Background: an optimization exercise with open tools, aiming at small area. Do not read the settings as production practice.
Only the layout flow was run in this run; the RTL was not checked for function there.
Power figures rest on the tool's default switching activity, not on a simulated workload.

==> flow/design.v <==
`timescale 1ns / 1ps
module second_counter(
    input clk,
    input tick,
    input rst,
    input parked,
    output reg [11:0] sec_count
    );
	always @(posedge clk) begin
		if (rst)
			sec_count <= 0;
		else if (tick && !parked)
			if (sec_count > 3599)
				sec_count <= 0;
			else
				sec_count <= sec_count + 1;
	end
endmodule
`timescale 1ns / 1ps
module cost_convert(
 input [7:0] sw, 
 input [11:0] sec_count,
 output [13:0] cst
);
 reg [13:0] cost;
 assign cst = cost;
 wire [2:0] location;
 assign location = sw[7:5];
 wire [4:0] hour;
 assign hour = sw[4:0];
 reg [11:0] min_count;
 always @* begin
  cost = 0;
  if(sec_count % 60 != 0)
     min_count = sec_count / 60 + 1;
  else
     min_count = sec_count / 60;
   if (location == 'b000) begin
   if (hour >= 'b00000 && hour < 'b01000) begin
      cost = min_count * 1;
   end else if (hour >= 'b01000 && hour < 'b01101) begin
      cost = min_count * 2;
   end else if (hour >= 'b01101 && hour < 'b10010) begin
      cost = min_count * 2;
   end else if (hour >= 'b10010 && hour < 'b11000) begin
      cost = min_count * 1;
   end
   end else if (location == 'b001) begin
   if (hour >= 'b00000 && hour < 'b01000) begin
      cost = min_count * 2;
   end else if (hour >= 'b01000 && hour < 'b01101) begin
      cost = min_count * 3;
   end else if (hour >= 'b01101 && hour < 'b10010) begin
      cost = min_count * 3;
   end else if (hour >= 'b10010 && hour < 'b11000) begin
      cost = min_count * 2;
   end
   end else if (location == 'b010) begin
   if (hour >= 'b00000 && hour < 'b01000) begin
      cost = min_count * 3;
   end else if (hour >= 'b01000 && hour < 'b01101) begin
      cost = min_count * 4;
   end else if (hour >= 'b01101 && hour < 'b10010) begin
      cost = min_count * 4;
   end else if (hour >= 'b10010 && hour < 'b11000) begin
      cost = min_count * 3;
   end
   end else if (location == 'b011) begin
   if (hour >= 'b00000 && hour < 'b01000) begin
      cost = min_count * 4;
   end else if (hour >= 'b01000 && hour < 'b01101) begin
      cost = min_count * 5;
   end else if (hour >= 'b01101 && hour < 'b10010) begin
      cost = min_count * 5;
   end else if (hour >= 'b10010 && hour < 'b11000) begin
      cost = min_count * 4;
   end
   end else if (location == 'b100) begin
   if (hour >= 'b00000 && hour < 'b01000) begin
      cost = min_count * 5;
   end else if (hour >= 'b01000 && hour < 'b01101) begin
      cost = min_count * 6;
   end else if (hour >= 'b01101 && hour < 'b10010) begin
      cost = min_count * 6;
   end else if (hour >= 'b10010 && hour < 'b11000) begin
      cost = min_count * 5;
   end
   end else if (location == 'b101) begin
   if (hour >= 'b00000 && hour < 'b01000) begin
      cost = min_count * 6;
   end else if (hour >= 'b01000 && hour < 'b01101) begin
      cost = min_count * 7;
   end else if (hour >= 'b01101 && hour < 'b10010) begin
      cost = min_count * 7;
   end else if (hour >= 'b10010 && hour < 'b11000) begin
      cost = min_count * 6;
   end
   end else if (location == 'b110) begin
   if (hour >= 'b00000 && hour < 'b01000) begin
      cost = min_count * 7;
   end else if (hour >= 'b01000 && hour < 'b01101) begin
      cost = min_count * 8;
   end else if (hour >= 'b01101 && hour < 'b10010) begin
      cost = min_count * 8;
   end else if (hour >= 'b10010 && hour < 'b11000) begin
      cost = min_count * 7;
   end
   end else if (location == 'b111) begin
   if (hour >= 'b00000 && hour < 'b01000) begin
      cost = min_count * 8;
   end else if (hour >= 'b01000 && hour < 'b01101) begin
      cost = min_count * 9;
   end else if (hour >= 'b01101 && hour < 'b10010) begin
      cost = min_count * 9;
   end else if (hour >= 'b10010 && hour < 'b11000) begin
      cost = min_count * 8;
   end
   end
 end
endmodule
`timescale 1ns / 1ps
module time_display(
    input [11:0] sec_count,
    output [3:0] min_tens,
    output [3:0] min_ones,
    output [3:0] sec_tens,
    output [3:0] sec_ones
    );
	assign min_tens = (sec_count / 600) % 10;
	assign min_ones = (sec_count / 60) % 10;
	assign sec_tens = ((sec_count % 60) / 10) % 10;
	assign sec_ones = sec_count % 10;
endmodule
`timescale 1ns / 1ps
module cost_display(
    input [13:0] cost,
    output [3:0] dol_tens,
    output [3:0] dol_ones,
    output [3:0] cent_tens,
    output [3:0] cent_ones
    );
	assign dol_tens = (cost / 1000) % 10;
	assign dol_ones = (cost / 100) % 10;
	assign cent_tens = (cost / 10) % 10;
	assign cent_ones = cost % 10;
endmodule
`timescale 1ns / 1ps
module display_control(
    input clk,
    input rst,
    input scan,
    input blink,
    input parked,
    input [3:0] digit3,
    input [3:0] digit2,
    input [3:0] digit1,
    input [3:0] digit0,
    output reg [7:0] seg,
    output reg [3:0] an
    );
	reg [1:0] digit;
	reg [3:0] value;
	always @(posedge clk) begin
	if (rst) begin
		digit <= 0;
		value <= 0;
		seg <= 'b11111111;
		an <= 'b1111;
	end
	else if (scan) begin
		case (digit)
			0: value <= digit0;
			1: value <= digit1;
			2: value <= digit2;
			3: value <= digit3;
		endcase
		case (value)
			0: seg <= 'b11000000;
			1: seg <= 'b11111001;
			2: seg <= 'b10100100;
			3: seg <= 'b10110000;
			4: seg <= 'b10011001;
			5: seg <= 'b10010010;
			6: seg <= 'b10000010;
			7: seg <= 'b11111000;
			8: seg <= 'b10000000;
			9: seg <= 'b10010000;
		endcase
		if (parked) begin
			if (blink)
				seg <= 'b11111111;
			else if (digit == 3)
				seg[7] <= 0;
		end
		case (digit)
			0: an <= 'b0111;
			1: an <= 'b1110;
			2: an <= 'b1101;
			3: an <= 'b1011;
		endcase
		digit <= digit + 1;
	end
	end
endmodule
`timescale 1ns / 1ps
module parking_meter_core(
    input clk,
    input rst,
    input tick,
    input scan,
    input blink,
    input parked,
    input [7:0] sw,
    output [7:0] seg,
    output [3:0] an
    );
	wire [11:0] sec_count;
	second_counter second_counter1(
		.clk(clk),
		.tick(tick),
		.rst(rst),
		.parked(parked),
		.sec_count(sec_count)
	);
	wire [13:0] cost;
	cost_convert cost_convert1(.sw(sw), .sec_count(sec_count), .cst(cost));
	wire [3:0] min_tens;
	wire [3:0] min_ones;
	wire [3:0] sec_tens;
	wire [3:0] sec_ones;
	time_display time_display1(
		.sec_count(sec_count),
		.min_tens(min_tens),
		.min_ones(min_ones),
		.sec_tens(sec_tens),
		.sec_ones(sec_ones)
	);
	wire [3:0] dol_tens;
	wire [3:0] dol_ones;
	wire [3:0] cent_tens;
	wire [3:0] cent_ones;
	cost_display cost_display1(
		.cost(cost),
		.dol_tens(dol_tens),
		.dol_ones(dol_ones),
		.cent_tens(cent_tens),
		.cent_ones(cent_ones)
	);
	reg [3:0] digit3;
	reg [3:0] digit2;
	reg [3:0] digit1;
	reg [3:0] digit0;
	always @* begin
		if (parked) begin
			digit3 = dol_tens;
			digit2 = dol_ones;
			digit1 = cent_tens;
			digit0 = cent_ones;
		end
		else begin
			digit3 = min_tens;
			digit2 = min_ones;
			digit1 = sec_tens;
			digit0 = sec_ones;
		end	
	end
	display_control display_control1(
		.clk(clk),
		.rst(rst),
		.scan(scan),
		.blink(blink),
		.parked(parked),
		.digit3(digit3),
		.digit2(digit2),
		.digit1(digit1),
		.digit0(digit0),
		.seg(seg),
		.an(an)
	);
endmodule
==> flow/run.sh <==
#!/bin/bash
# synth_recipe.tcl (not shown) runs the flow's synth.tcl, then flattens the netlist and writes it again
# the make line also repeats each setting of config.mk as NAME=value (left out here)
make -C /OpenROAD-flow-scripts/flow DESIGN_CONFIG=/design/flow/config.mk WORK_HOME=/design/flow/orfs CLKGATE_MAP_FILE= SYNTH_SCRIPT=/design/flow/synth_recipe.tcl finish
==> flow/config.mk <==
export PLATFORM = sky130hd
export DESIGN_NAME = parking_meter_core
export DESIGN_NICKNAME = parking_meter_core
export VERILOG_FILES = /design/flow/design.v
export SDC_FILE = /design/flow/constraint.sdc
export NUM_CORES = 4
export LEC_CHECK = 0
export CAP_MARGIN = 20
export CORE_MARGIN = 2
export CORE_UTILIZATION = 40
export SLEW_MARGIN = 20
==> flow/constraint.sdc <==
create_clock -name core_clock -period 25.0 [get_ports {clk}]
set_input_delay 5.0000 -clock core_clock [delete_from_list [all_inputs] [get_ports {clk}]]
set_output_delay 5.0000 -clock core_clock [all_outputs]
set_load 0.01 [all_outputs]
==> reports/results.tsv <==
metric	value	unit
outcome	no timing/DRC/antenna violations	
Area Overhead vs Synth	5.30	%
Max stage delay on crit path	0.85	ns
Place WS	8.91	ns
post-route cell area	10700	sq um
Skew-Pair Late Insertion Delay	0.28	ns
Bufs on Longest Clock Path	2	
RSZ-0062 raised after global routing	no	
WP depth	54	
total wire length	36300	um
vias in the first global route	11000	
worst vdd ir	0.0766	mV
Setup Fix Bufs, Post-CTS	0	
largest net degree at the start of global routing	60	
NetSw	147	uW
Cells after Synth	1537	
final setup margin	8.50	ns
synthesized area per cell	6.64	sq um
CTS tree	done	
GPL Wtd Cong	1.00	
yosys warns	4	
minimum clock period	16.50	ns
Highest Clock Rate	60.6	MHz
Worst setup EP type	flip-flop	
Logic pwr share	62.1	%
clock skew	0.00639	ns
Iter 0 DRT Violations	1374	
Worst Reg-to-Reg Cells	54	
gr ovfl total	0	
Worst EP arrival	16.68	ns
CORE AREA	25100	sq um
diodes inserted	0	
final setup vio count	0	
TritonCTS buffer count	5	
Worst path slowest cell	dfxtp_1	
overall power	310	uW
Setup TNS	0	ns
final non-filler cell total	1822	
Slew @ Worst Pin	1.01	ns
dpl cells	1814	
crit path kind	flip-flop to flip-flop	
Port Buffers	24	
Hold Crit Depth	1	
num rows	58	
CP Max Fanout	22	
vias	12100	
Mapped Area	10200	sq um
#FFs+latches synth	30	
number of synthesized flops with an enable pin	0	
Net Sw Frac	47.2	%
library cells used by synthesis	112	
final hold violations	0	
Clock power frac	19.2	%
wire per inst	19.9	um
Die Y	164	um
static leakage	4.08	nW
worst endpoint required time	25.18	ns
Post-DP Area	10600	sq um
CTS clk-pin slew, worst paths	0.05	ns
CP Launch Type	flip-flop	
die width	164	um
max_cap viols	0	
H-tree depth	2	
Seq/Total Area, Yosys	5.89	%
dpl hpwl	27600	um
r2r setup slk	8.50	ns
asr flop ratio synth	0	%
Post-synth top flop	dfxtp_1	
Final Util	42.8	%
Tcrit/Tclk final	66.0	%
Pre-antenna DRT Iters	5	
die area	26800	sq um
CP bufs+invs	5	
total global-route track usage	26.6	%
Pwr per Cell Area	28.9	nW/um^2
Hold WC Path Type	flip-flop to flip-flop	
Pins Over Slew Limit	0	
initial core utilization	40.6	%
layout cells sized above 1	6.90	%
Max-slew headroom	31.0	%
Post-route DRC	0	
post_cts resized	0	
post-DR vias/cell	6.66	
first-pass GRT wire length	58300	um
Flop pwr share	18.7	%
initial antenna violation count	0	
Hold Slack	0.465	ns
Ports	26	
post-route ant nets	0	
clock net sink count	30	
CP delay by family, top	compound AO/OA/AOI/OAI gates	
internal power	164	uW
fin nets	1571	
Clk Tree Root Cell	clkbuf_16	
cts hold-fix bufs	0	
Syn Nets	1617	
==> Yosys cell counts (8+ instances only) <==
| library cell | number | area, sq um |
|---|---|---|
| buf_1 | 11 | 41.3 |
| mux2i_1 | 19 | 190 |
| ha_1 | 55 | 688 |
| a21oi_1 | 115 | 576 |
| o2111ai_1 | 9 | 78.8 |
| and2_1 | 27 | 169 |
| xor2_1 | 13 | 114 |
| a221oi_1 | 15 | 131 |
| or3_1 | 15 | 93.8 |
| buf_2 | 14 | 70.1 |
| a211o_1 | 13 | 114 |
| or2_2 | 12 | 75.1 |
| a21o_1 | 23 | 173 |
| a21boi_0 | 8 | 60.1 |
| o211ai_1 | 22 | 165 |
| nand2_1 | 153 | 574 |
| xnor2_1 | 37 | 324 |
| nor2b_1 | 12 | 75.1 |
| nor2_1 | 154 | 578 |
| a211oi_1 | 27 | 203 |
| a22o_1 | 8 | 70.1 |
| o21a_1 | 12 | 90.1 |
| o21ai_1 | 13 | 65.1 |
| a31oi_1 | 26 | 163 |
| o21bai_1 | 16 | 120 |
| a22oi_1 | 10 | 75.1 |
| and3_1 | 23 | 144 |
| nor3_1 | 59 | 295 |
| mux2_2 | 8 | 90.1 |
| nand3_1 | 58 | 290 |
| o22ai_1 | 15 | 93.8 |
| o31ai_1 | 18 | 135 |
| nor4_1 | 12 | 75.1 |
| fa_1 | 11 | 220 |
| clkbuf_1 | 64 | 240 |
| inv_1 | 55 | 206 |
| o21ai_0 | 116 | 581 |
| dfxtp_1 | 30 | 601 |
| nand2b_1 | 24 | 150 |
| nand4_1 | 19 | 119 |
==> sequential cells by signal (all words and copies together), names as in the netlist <==
name / flops
second_counter1.sec_count: 12
display_control1.digit: 2
display_control1.value: 4
display_control1.seg: 8
display_control1.an: 4
==> metal layers <==
metal	up-vias	GRT usage, %	wire length, um
met5	-	0	0
met4	0	8.57	1100
met3	83	2.30	2840
met2	551	42.5	15800
met1	5706	37.7	16600
li1	5786	-	-
==> path summary, 6_finish.rpt <==
path | startpoint | end
max reg2reg | second_counter1.sec_count[9]$_SDFFE_PP0P_ | display_control1.value[2]$_SDFFE_PP0P_
max | second_counter1.sec_count[9]$_SDFFE_PP0P_ | display_control1.value[2]$_SDFFE_PP0P_
min reg2reg | display_control1.seg[3]$_SDFFE_PP1P_ | display_control1.seg[3]$_SDFFE_PP1P_
min | display_control1.seg[3]$_SDFFE_PP1P_ | display_control1.seg[3]$_SDFFE_PP1P_
==> layout by cell type (no fill, tap or decap), types with 13 or more instances in the layout <==
master | synthesis | final
buf_4 | 3 | 16
ha_1 | 55 | 55
a31oi_1 | 26 | 25
nand3_1 | 58 | 58
nor2_1 | 154 | 154
a21oi_1 | 115 | 114
inv_1 | 55 | 55
o211ai_1 | 22 | 22
nand2b_1 | 24 | 24
and2_1 | 27 | 27
xnor2_1 | 37 | 37
o21ai_1 | 13 | 13
nand2_1 | 153 | 153
clkdlybuf4s50_1 | 0 | 23
a21o_1 | 23 | 23
and3_1 | 23 | 23
nand4_1 | 19 | 19
o22ai_1 | 15 | 15
dfxtp_1 | 30 | 30
a221oi_1 | 15 | 15
o31ai_1 | 18 | 18
o21ai_0 | 116 | 116
or3_1 | 15 | 15
a211o_1 | 13 | 13
xor2_1 | 13 | 13
nor3_1 | 59 | 59
o21bai_1 | 16 | 16
mux2i_1 | 19 | 19
a211oi_1 | 27 | 27
==> power groups by stage <==
stage | Clock [mW] | Combinational [mW] | Sequential [mW]
5_1_grt | 0.0636 | 0.211 | 0.0589
3_3_place_gp | 0 | 0.186 | 0.0587
2_1_floorplan | 0 | 0.145 | 0.0571
3_5_place_dp | 0 | 0.187 | 0.0587
6_report | 0.0596 | 0.193 | 0.0581
4_1_cts | 0.0616 | 0.189 | 0.0579
==> cell families after synthesis <==
group / share of synthesized area [%]
simple gates: 29.7
xor+xnor: 4.29
flops: 5.89
fa+ha+maj: 9.20
compound gates: 42.2
mux: 2.75
buf+inv: 5.98
==> cell type report <==
class,count,area [sq um]
fillers,2752,14400
inverters,60,225
repair buffers,40,355
clock buffers,7,143
well taps,330,413
multi-input cells,1354,9000
clock inverters,1,5.00
flip-flops and latches,30,601

## static timing again, ports no longer ideal
In the flow no input, the clock included, has a driving cell. The finished layout below was timed again as built, in two steps.
Step 1: set_driving_cell puts a clkbuf_16 on clk and a buf_2 on each other input, an assumption about the parent block.
Step 2 adds t to the input delays and takes it off the output delays; t is the mean of the earliest and latest rising clock arrival at the registers after step 1. Input paths then give back, and output paths get back, about the clock's delay inside the block.
Three values: no drivers, after step 1, after step 2; two values: the first two.
t (ns): 0.313
slack for setup (ns): 8.504 / 8.504 / 8.504
latest minus earliest clock arrival (ns): 0.006 / 0.006
worst register clock-pin slew, ns: 0.05 / 0.05
After both steps setup and hold are still met in this run. For this run, drivers alone change the setup slack by 0.000 ns; drivers and shift together by 0.000 ns.
